Context: an optimization exercise on an open-source flow, tuned for small area and a short achievable clock period. The choices shown serve that exercise and are no tape-out recipe. In this exercise RTL edits were held to simulation tests only and were not proved equivalent to the original.

Design weighted_mean, start of the top module:
module weighted_mean #(
    parameter N_INPUT = 4,
    parameter SIZE = 32
) (
    input clk, reset, enable, reset_s,
    input [N_INPUT*SIZE-1:0] in,
    input [N_INPUT*SIZE-1:0] weight,
    output [31:0] mean
);
clock: 92.0 ns
lec_check: 0
abc_area: 1
cap_margin: 20
core_margin: 2
core_utilization: 50
place_density: 0.62
slew_margin: 20
standard.sh (not shown) runs the stock make flow with config.mk's settings and CLKGATE_MAP_FILE= SYNTH_SCRIPT=/design/flow/synth_recipe.tcl, a recipe that flattens the netlist after the stock synthesis.
==> flow/flow/run.sh <==
#!/bin/bash
# Standard ORFS layout with three changes:
#  1. after the standard synthesis, inverters between full-adder cells are pushed
#     through the (self-dual) adders and mostly removed (flow/fapol.py);
#  2. repair_timing is asked to leave extra setup slack (SETUP_SLACK_MARGIN), so the
#     resizer keeps working on the paths that set the achieved period;
#  3. the input and output ports are buffered with buf_2 cells instead of the
#     default delay buffer.
set -euo pipefail
export BUFFER_PORTS_ARGS="-buffer_cell sky130_fd_sc_hd__buf_2"
R=orfs/results/sky130hd/weighted_mean/base
bash standard.sh synth > make_synth.log 2>&1
cp $R/1_2_yosys.v $R/1_2_yosys_std.v
python3 flow/fapol.py $R/1_2_yosys_std.v $R/1_2_yosys.v > fapol.log 2>&1 || cp $R/1_2_yosys_std.v $R/1_2_yosys.v
touch $R/1_2_yosys.v
bash standard.sh finish SETUP_SLACK_MARGIN=46 > make.log 2>&1
Other scripts of this flow, unchanged in this note and not shown: flow/flow/fapol.py
Rerun with:
--- a/flow/flow/run.sh
+++ b/flow/flow/run.sh
@@ -15,2 +15,2 @@
 touch $R/1_2_yosys.v
-bash standard.sh finish SETUP_SLACK_MARGIN=46 > make.log 2>&1
+bash standard.sh finish SETUP_SLACK_MARGIN=42 > make.log 2>&1
The changed run ran to the end with no violations. Flip-flop and latch count does not change. Global-route usage falls by 0.54 points. Routed wire length is lower by a few percent. Core utilization drops by 3.0 points. Worst hold slack is worse by 0.028 ns. Worst setup slack got worse by 2.5 ns. Clock-buffer cell count is unchanged. Design area fell by a few percent.
Rerun with:
==> flow/flow/run.sh (replaced) <==
#!/bin/bash
# Standard ORFS layout with two changes:
#  1. after the standard synthesis, inverters between full-adder cells are pushed
#     through the (self-dual) adders and mostly removed (flow/fapol.py);
#  2. repair_timing is asked to leave extra setup slack (SETUP_SLACK_MARGIN), so the
#     resizer keeps working on the paths that set the achieved period.
set -euo pipefail
R=orfs/results/sky130hd/weighted_mean/base
bash standard.sh synth > make_synth.log 2>&1
cp $R/1_2_yosys.v $R/1_2_yosys_std.v
python3 flow/fapol.py $R/1_2_yosys_std.v $R/1_2_yosys.v > fapol.log 2>&1 || cp $R/1_2_yosys_std.v $R/1_2_yosys.v
touch $R/1_2_yosys.v
bash standard.sh finish SETUP_SLACK_MARGIN=50 > make.log 2>&1
- CORE_UTILIZATION: 50 -> 70
- PLACE_DENSITY: 0.62 -> 0.8
With this change the flow failed in global routing (5_1_grt).
Synthesized cell count is unchanged.
Area after synthesis does not change.
Rerun with:
==> flow/flow/run.sh (replaced) <==
#!/bin/bash
# Standard ORFS layout with three changes:
#  1. after the standard synthesis, inverters between full-adder cells are pushed
#     through the (self-dual) adders and mostly removed (flow/fapol.py);
#  2. repair_timing is asked to leave extra setup slack (SETUP_SLACK_MARGIN), so the
#     resizer keeps working on the paths that set the achieved period;
#  3. the input and output ports are buffered with buf_2 cells instead of the
#     default delay buffer.
set -euo pipefail
export BUFFER_PORTS_ARGS="-buffer_cell sky130_fd_sc_hd__buf_2"
R=orfs/results/sky130hd/weighted_mean/base
bash standard.sh synth > make_synth.log 2>&1
cp $R/1_2_yosys.v $R/1_2_yosys_std.v
python3 flow/fapol.py $R/1_2_yosys_std.v $R/1_2_yosys.v > fapol.log 2>&1 || cp $R/1_2_yosys_std.v $R/1_2_yosys.v
touch $R/1_2_yosys.v
bash standard.sh finish SETUP_SLACK_MARGIN=44 > make.log 2>&1
- CORE_UTILIZATION: 70 -> 50
- PLACE_DENSITY: 0.8 -> 0.62
Effect: Now the flow completed with no timing, DRC or antenna violations. Synthesized cell count stays the same. Area after synthesis does not change.
Rerun with:
==> flow/flow/run.sh (replaced) <==
#!/bin/bash
# Standard ORFS layout with two changes:
#  1. after the standard synthesis, inverters between full-adder cells are pushed
#     through the (self-dual) adders and mostly removed (flow/fapol.py);
#  2. repair_timing is asked to leave extra setup slack (SETUP_SLACK_MARGIN), so the
#     resizer keeps working on the paths that set the achieved period.
set -euo pipefail
R=orfs/results/sky130hd/weighted_mean/base
bash standard.sh synth > make_synth.log 2>&1
cp $R/1_2_yosys.v $R/1_2_yosys_std.v
python3 flow/fapol.py $R/1_2_yosys_std.v $R/1_2_yosys.v > fapol.log 2>&1 || cp $R/1_2_yosys_std.v $R/1_2_yosys.v
touch $R/1_2_yosys.v
bash standard.sh finish SETUP_SLACK_MARGIN=50 > make.log 2>&1
- ABC_AREA: 1 -> unset
- CORE_UTILIZATION: 50 -> 70
- PLACE_DENSITY: 0.62 -> 0.8
Result:
- With this change the flow did not get past global routing (5_1_grt) with GRT-0116
- synthesized cell count went down by a little under a tenth
- synthesized area goes up by a few percent
Rerun with:
--- a/flow/flow/run.sh
+++ b/flow/flow/run.sh
@@ -12,2 +12,2 @@
 touch $R/1_2_yosys.v
-bash standard.sh finish SETUP_SLACK_MARGIN=50 > make.log 2>&1
+bash standard.sh finish SETUP_SLACK_MARGIN=46 > make.log 2>&1
- ABC_AREA: unset -> 1
- CORE_UTILIZATION: 70 -> 50
- PLACE_DENSITY: 0.8 -> 0.62
The new run produced a clean layout.
Synthesized area is lower by a few percent.
Synthesized cell count rises by roughly a tenth.

-- separate check: timing with driven ports --
Ports are ideal in the flow. The routed layouts listed here were re-timed in OpenROAD.
Step 1, drivers: a clkbuf_16 drives clk and a buf_2 each remaining input, both assumed.
Step 2 moves the port delays by t, midway between the first and last clock arrival at a register: inputs arrive t later, outputs are due t later. That takes back most of the time a late clock gives input paths.
a / b / c = no drivers / after step 1 / after step 2; a / b = the first two.
run	t (ns)	setup WS [ns]	worst data-port slew with drivers (ns)	cell pins on the clock port's net
the first run	0.542	46.726 / 46.663 / 47.129	0.27	1
the second run	0.548	44.229 / 44.159 / 43.866	0.27	1
the fourth run	0.544	45.672 / 45.598 / 45.401	0.25	1
the sixth run	0.538	46.729 / 46.660 / 46.619	0.13	1
After both steps setup and hold are still met in every run listed. The setup slack of the second run, which loses most, moves by -0.070 ns with the drivers and by -0.363 ns with both steps.
